From an optimization exercise on the open Yosys and OpenROAD flow, aimed at small area, a short achievable clock period and few clock cycles per item; shortcuts taken in it are not production practice. Only simulation tests tie the RTL to the original design; equivalence was not proved. Power and IR drop assume default switching activity. No driver is modelled on the clock port, so clocking that relies on it looks cheaper here than on a real chip.

## v7
## fc_layer
module fc_layer #(
    parameter IN_SIZE = 75,
    parameter OUT_SIZE = 10,
    parameter DATA_WIDTH = 16
)(
    input  wire clk,
    input  wire reset_n,
    input  wire start_fc,
    input  wire data_valid,
    input  wire signed [DATA_WIDTH-1:0] map_in_serial,
    input  wire signed [DATA_WIDTH-1:0] weight_serial,
    input  wire signed [DATA_WIDTH-1:0] bias_serial,
    output reg finish_fc,
    output reg signed [DATA_WIDTH-1:0] predict_out,
    output reg predict_out_valid
);
    localparam IDLE = 2'd0, LD_X = 2'd1, LD_W = 2'd2, LD_B = 2'd3;
    reg [1:0] phase;
    reg [6:0] cnt_i;      
    reg [3:0] cnt_o;      
    reg ring_en;          
    reg ring_ld;          
    reg en;               
    reg first;            
    reg lastp;            
    reg push;             
    reg push2;            
    reg bv;               
    reg b9;               
    reg [15:0] d;         
    reg [7:0] neg, one, two;
    always @(posedge clk or negedge reset_n) begin
        if (!reset_n) begin
            phase <= IDLE;
            cnt_i <= 7'd0;
            cnt_o <= 4'd0;
  ...
Size in the first run: about 2,500 cells after synthesis, roughly 1,500 flip-flops, about 70 I/O pins.
export LEC_CHECK = 0
export CAP_MARGIN = 20
export CORE_MARGIN = 2
export CORE_UTILIZATION = 65
export CTS_CLUSTER_DIAMETER = 100
export CTS_CLUSTER_SIZE = 30
export PLACE_DENSITY = 0.75
export SLEW_MARGIN = 20
export SYNTH_MEMORY_MAX_BITS = 16384
create_clock -name core_clock -period 15.0 [get_ports {clk}]
standard.sh (not shown) runs the stock make flow with config.mk's settings and CLKGATE_MAP_FILE= SYNTH_SCRIPT=/design/flow/synth_recipe.tcl, a recipe that flattens the netlist after the stock synthesis.
==> flow/flow/run.sh <==
#!/bin/bash
# Standard ORFS layout (the standard.sh: ORFS synthesis and steps).
# Differences:
# - synthesis skips Yosys's early "abc -fast" (SYNTH_ARGS=-noabc), so the
#   full adders written out in the RTL are extracted without inverters
#   between them; registers (names and cells) are the same as the standard
#   synthesis, and ORFS's own ABC mapping still runs;
# - the resizer's repair_timing is asked for a setup margin, so it works on
#   paths well below the 15 ns period; ABC maps for a shorter period;
# - ports get buf_1 buffers (the resizer upsizes them where timing needs it);
# - CTS inserts no dummy loads.
# The SDC (period, I/O delays, loads) is not changed.
set -euo pipefail
bash standard.sh SYNTH_ARGS=-noabc SETUP_SLACK_MARGIN=10.95 ABC_CLOCK_PERIOD_IN_PS=3800 \
  "BUFFER_PORTS_ARGS=-buffer_cell sky130_fd_sc_hd__buf_1" \
  "CTS_ARGS=-sink_clustering_enable -repair_clock_nets -sink_clustering_size 30 -sink_clustering_max_diameter 100 -dont_use_dummy_load" \
  finish > standard_flow.log 2>&1
v7 completed; timing, DRC and antenna clean
Testbench counts of v7, summed over its fixed seeds: cycles 53,568, images 64.
Here is what was changed in the inputs of v18 compared with v7.
-- flow/design.v --
<<< v7, line 26
    reg lastp;            
    reg push;             
    reg push2;            
    reg bv;               
    reg b9;               
>>> v18, line 26
    reg lastp;            
    reg push;             
    reg bv;               
    reg b9;               
<<< v7, line 42
            lastp <= 1'b0;
            push <= 1'b0;
            push2 <= 1'b0;
            bv <= 1'b0;
            b9 <= 1'b0;
>>> v18, line 41
            lastp <= 1'b0;
            push <= 1'b0;
            bv <= 1'b0;
            b9 <= 1'b0;
<<< v7, line 54
            lastp <= data_valid && (phase == LD_W) && (cnt_i == IN_SIZE-1) && (cnt_o != OUT_SIZE-1);
            push <= lastp;
            push2 <= push;
            bv <= data_valid && (phase == LD_B);
            b9 <= (cnt_o == OUT_SIZE-1);
>>> v18, line 52
            lastp <= data_valid && (phase == LD_W) && (cnt_i == IN_SIZE-1) && (cnt_o != OUT_SIZE-1);
            push <= lastp;
            bv <= data_valid && (phase == LD_B);
            b9 <= (cnt_o == OUT_SIZE-1);
<<< v7, line 877
    end
    wire [28:0] sum = acc_s + acc_c;
    reg [15:0] sum_r;     
    always @(posedge clk)
        sum_r <= sum[28:13];
    reg [16*(OUT_SIZE-1)-1:0] psum;
    always @(posedge clk)
        if (push2 || (bv && !b9))
            psum <= {sum_r, psum[16*(OUT_SIZE-1)-1:16]};
    always @(posedge clk)
        predict_out <= (b9 ? sum_r : psum[15:0]) + d;
endmodule
>>> v18, line 874
    end
    wire [28:0] sum = acc_s + acc_c;
    reg [16*(OUT_SIZE-1)-1:0] psum;
    always @(posedge clk)
        if (push || bv)
            psum <= {sum[28:13], psum[16*(OUT_SIZE-1)-1:16]};
    always @(posedge clk)
        predict_out <= psum[15:0] + d;
endmodule
[summary]
v18: done, clean on timing, DRC and antenna
Delta (v18 minus v7): max-capacitance violation count flat; synthesized area down 800 sq um; number of multi-input combinational cells down 58; setup slack after layout flat; sequential cell count down about 1.1%.
For clock tree cell share of total cell area, v18 and v7 come out practically identical.
On relative contribution of sequential cells to total power, the higher figure sits with v7, not v18.
Cell depth of the worst min-delay path: v7 vs v18 identical
Adder-cell area share of the yosys netlist of v18 is on par with v7.
Testbench counts of v18, summed over its fixed seeds: cycles 53,568, images 64.

========
fc_layer with an RTL version that a note above also has.
Size in the first run: about 1500 flip-flops, ~52000 um2 of cells after synthesis.
==> flow/design.v (excerpt) <==
module fc_layer #(
    parameter IN_SIZE = 75,
    parameter OUT_SIZE = 10,
    parameter DATA_WIDTH = 16
)(
    input  wire clk,
    input  wire reset_n,
    input  wire start_fc,
    input  wire data_valid,
    input  wire signed [DATA_WIDTH-1:0] map_in_serial,
    input  wire signed [DATA_WIDTH-1:0] weight_serial,
    input  wire signed [DATA_WIDTH-1:0] bias_serial,
    output reg finish_fc,
    output reg signed [DATA_WIDTH-1:0] predict_out,
    output reg predict_out_valid
);
    localparam IDLE = 2'd0, LD_X = 2'd1, LD_W = 2'd2, LD_B = 2'd3;
    reg [1:0] phase;
    reg [6:0] cnt_i;      
    reg [3:0] cnt_o;      
    reg ring_en;          
    reg ring_ld;          
    reg en;               
    reg first;            
    reg lastp;            
    reg push;             
    reg bv;               
    reg b9;               
    reg [15:0] d;         
    reg [7:0] neg, one, two;
    always @(posedge clk or negedge reset_n) begin
        if (!reset_n) begin
            phase <= IDLE;
            cnt_i <= 7'd0;
            cnt_o <= 4'd0;
            ring_en <= 1'b0;
            ring_ld <= 1'b0;
            en <= 1'b0;
            first <= 1'b0;
            lastp <= 1'b0;
            push <= 1'b0;
            bv <= 1'b0;
            b9 <= 1'b0;
  ...
==> flow/config.mk <==
export PLATFORM = sky130hd
export DESIGN_NAME = fc_layer
export DESIGN_NICKNAME = fc_layer
export VERILOG_FILES = /design/flow/design.v
export SDC_FILE = /design/flow/constraint.sdc
export NUM_CORES = 4
export LEC_CHECK = 0
export CAP_MARGIN = 20
export CORE_MARGIN = 2
export CORE_UTILIZATION = 65
export CTS_CLUSTER_DIAMETER = 100
export CTS_CLUSTER_SIZE = 30
export PLACE_DENSITY = 0.75
export SLEW_MARGIN = 20
export SYNTH_MEMORY_MAX_BITS = 16384
==> flow/constraint.sdc <==
create_clock -name core_clock -period 15.0 [get_ports {clk}]
set_input_delay 3.0000 -clock core_clock [delete_from_list [all_inputs] [get_ports {clk}]]
set_output_delay 3.0000 -clock core_clock [all_outputs]
set_load 0.01 [all_outputs]
==> flow/flow/run.sh <==
#!/bin/bash
# Standard ORFS layout (the standard.sh: ORFS synthesis and steps).
# Differences:
# - synthesis skips Yosys's early "abc -fast" (SYNTH_ARGS=-noabc), so the
#   full adders written out in the RTL are extracted without inverters
#   between them; registers (names and cells) are the same as the standard
#   synthesis, and ORFS's own ABC mapping still runs;
# - the resizer's repair_timing is asked for a setup margin, so it works on
#   paths well below the 15 ns period; ABC maps for a shorter period;
# - ports get buf_1 buffers (the resizer upsizes them where timing needs it);
# - CTS inserts no dummy loads.
# The SDC (period, I/O delays, loads) is not changed.
set -euo pipefail
bash standard.sh SYNTH_ARGS=-noabc SETUP_SLACK_MARGIN=10.8 ABC_CLOCK_PERIOD_IN_PS=3800 \
  "BUFFER_PORTS_ARGS=-buffer_cell sky130_fd_sc_hd__buf_1" \
  "CTS_ARGS=-sink_clustering_enable -repair_clock_nets -sink_clustering_size 30 -sink_clustering_max_diameter 100 -dont_use_dummy_load" \
  finish > standard_flow.log 2>&1
The baseline finished with timing, DRC and antenna clean.
Testbench counts at the start, summed over its fixed seeds: cycles 53,568, images 64.
Rerun with:
--- a/flow/design.v
+++ b/flow/design.v
@@ -16,50 +16,53 @@
     output reg predict_out_valid
 );
     localparam IDLE = 2'd0, LD_X = 2'd1, LD_W = 2'd2, LD_B = 2'd3;
     reg [1:0] phase;
     reg [6:0] cnt_i;      
     reg [3:0] cnt_o;      
     reg ring_en;          
     reg ring_ld;          
     reg en;               
     reg first;            
     reg lastp;            
     reg push;             
+    reg push2;            
     reg bv;               
     reg b9;               
     reg [15:0] d;         
     reg [7:0] neg, one, two;
     always @(posedge clk or negedge reset_n) begin
         if (!reset_n) begin
             phase <= IDLE;
             cnt_i <= 7'd0;
             cnt_o <= 4'd0;
             ring_en <= 1'b0;
             ring_ld <= 1'b0;
             en <= 1'b0;
             first <= 1'b0;
             lastp <= 1'b0;
             push <= 1'b0;
+            push2 <= 1'b0;
             bv <= 1'b0;
             b9 <= 1'b0;
             predict_out_valid <= 1'b0;
             finish_fc <= 1'b0;
         end else begin
             ring_en <= data_valid && (phase == LD_X || phase == LD_W);
             ring_ld <= (phase == LD_X);
             en <= data_valid && (phase == LD_W);
             first <= data_valid && (phase == LD_W) && (cnt_i == 7'd0);
             lastp <= data_valid && (phase == LD_W) && (cnt_i == IN_SIZE-1) && (cnt_o != OUT_SIZE-1);
             push <= lastp;
+            push2 <= push;
             bv <= data_valid && (phase == LD_B);
             b9 <= (cnt_o == OUT_SIZE-1);
             predict_out_valid <= bv;
             finish_fc <= bv && b9;
             if (start_fc) begin
                 phase <= LD_X;
                 cnt_i <= 7'd0;
                 cnt_o <= 4'd0;
             end else if (data_valid) begin
                 case (phase)
                     LD_X: begin
                         if (cnt_i == IN_SIZE-1) begin
@@ -864,19 +867,22 @@
     assign {c448, s447} = c388 + s389 + s323;
     assign {c450, s449} = c390 + s391 + s327;
     assign {c452, s451} = c392 + s393 + s331;
     assign {c454, s453} = c394 + s395 + s335;
     assign {c456, s455} = c396 + s397 + s339;
     assign {c458, s457} = c398 + s399 + ac_[27];
     assign {c460, s459} = c400 + s401 + ac_[28];
     always @(posedge clk) begin
         acc_s <= {c458, c456, c454, c452, c450, c448, c446, c444, c442, c440, c438, c436, c434, c432, c430, c428, c426, c424, c422, c420, c418, c416, c414, c412, c410, c408, c406, c404, s403};
         acc_c <= {s459, s457, s455, s453, s451, s449, s447, s445, s443, s441, s439, s437, s435, s433, s431, s429, s427, s425, s423, s421, s419, s417, s415, s413, s411, s409, s407, s405, ac_[0]};
     end
     wire [28:0] sum = acc_s + acc_c;
+    reg [15:0] sum_r;     
+    always @(posedge clk)
+        sum_r <= sum[28:13];
     reg [16*(OUT_SIZE-1)-1:0] psum;
     always @(posedge clk)
-        if (push || bv)
-            psum <= {sum[28:13], psum[16*(OUT_SIZE-1)-1:16]};
+        if (push2 || (bv && !b9))
+            psum <= {sum_r, psum[16*(OUT_SIZE-1)-1:16]};
     always @(posedge clk)
-        predict_out <= psum[15:0] + d;
+        predict_out <= (b9 ? sum_r : psum[15:0]) + d;
 endmodule
After rerunning:
- The changed run went through all stages and came out clean
- sequential share of layout area decreases by 0.43 points
- critical path depth does not change
- fmax hardly moves
- clock-buffer cell count stays the same
- cell area increases slightly
- setup slack stays flat
- global-route usage decreases by 0.88 points
- wire length decreases by a few percent
- die area increases slightly
- non-clock buffer count decreases by 7
- final cell count increases by a few percent
- total power increases slightly
- synthesized cell count increases by a few percent
- register-to-register slack gains 0.14 ns
Testbench counts after the change, summed over its fixed seeds: cycles 53,568, images 64.

==> port drivers added, routing unchanged <==
No port has a modelled driver above. Below, the same layouts with a new extraction and two added sets of constraints.
Step 1: set_driving_cell puts a clkbuf_16 on clk and a buf_2 on each other input, an assumption about the parent block.
Step 2 adds t to the input delays and takes it off the output delays; t is the mean of the earliest and latest rising clock arrival at the registers after step 1. Input paths then give back, and output paths get back, about the clock's delay inside the block.
a / b / c = ideal / step 1 / step 2; a / b = the first two.
run | t, ns | slack for setup (ns) | pins driven straight from the clock port
v7 | 0.693 | 10.870 / 10.805 / 10.594 | 1
v18 | 0.679 | 10.872 / 10.803 / 10.578 | 1
the first run of note 2 | 0.676 | 10.871 / 10.805 / 10.564 | 1
the second run of note 2 | 0.694 | 10.871 / 10.806 / 10.631 | 1
After both steps setup and hold are still met in every run listed. The setup slack of the first run of note 2, which loses most, moves by -0.066 ns with the drivers and by -0.307 ns with both steps.
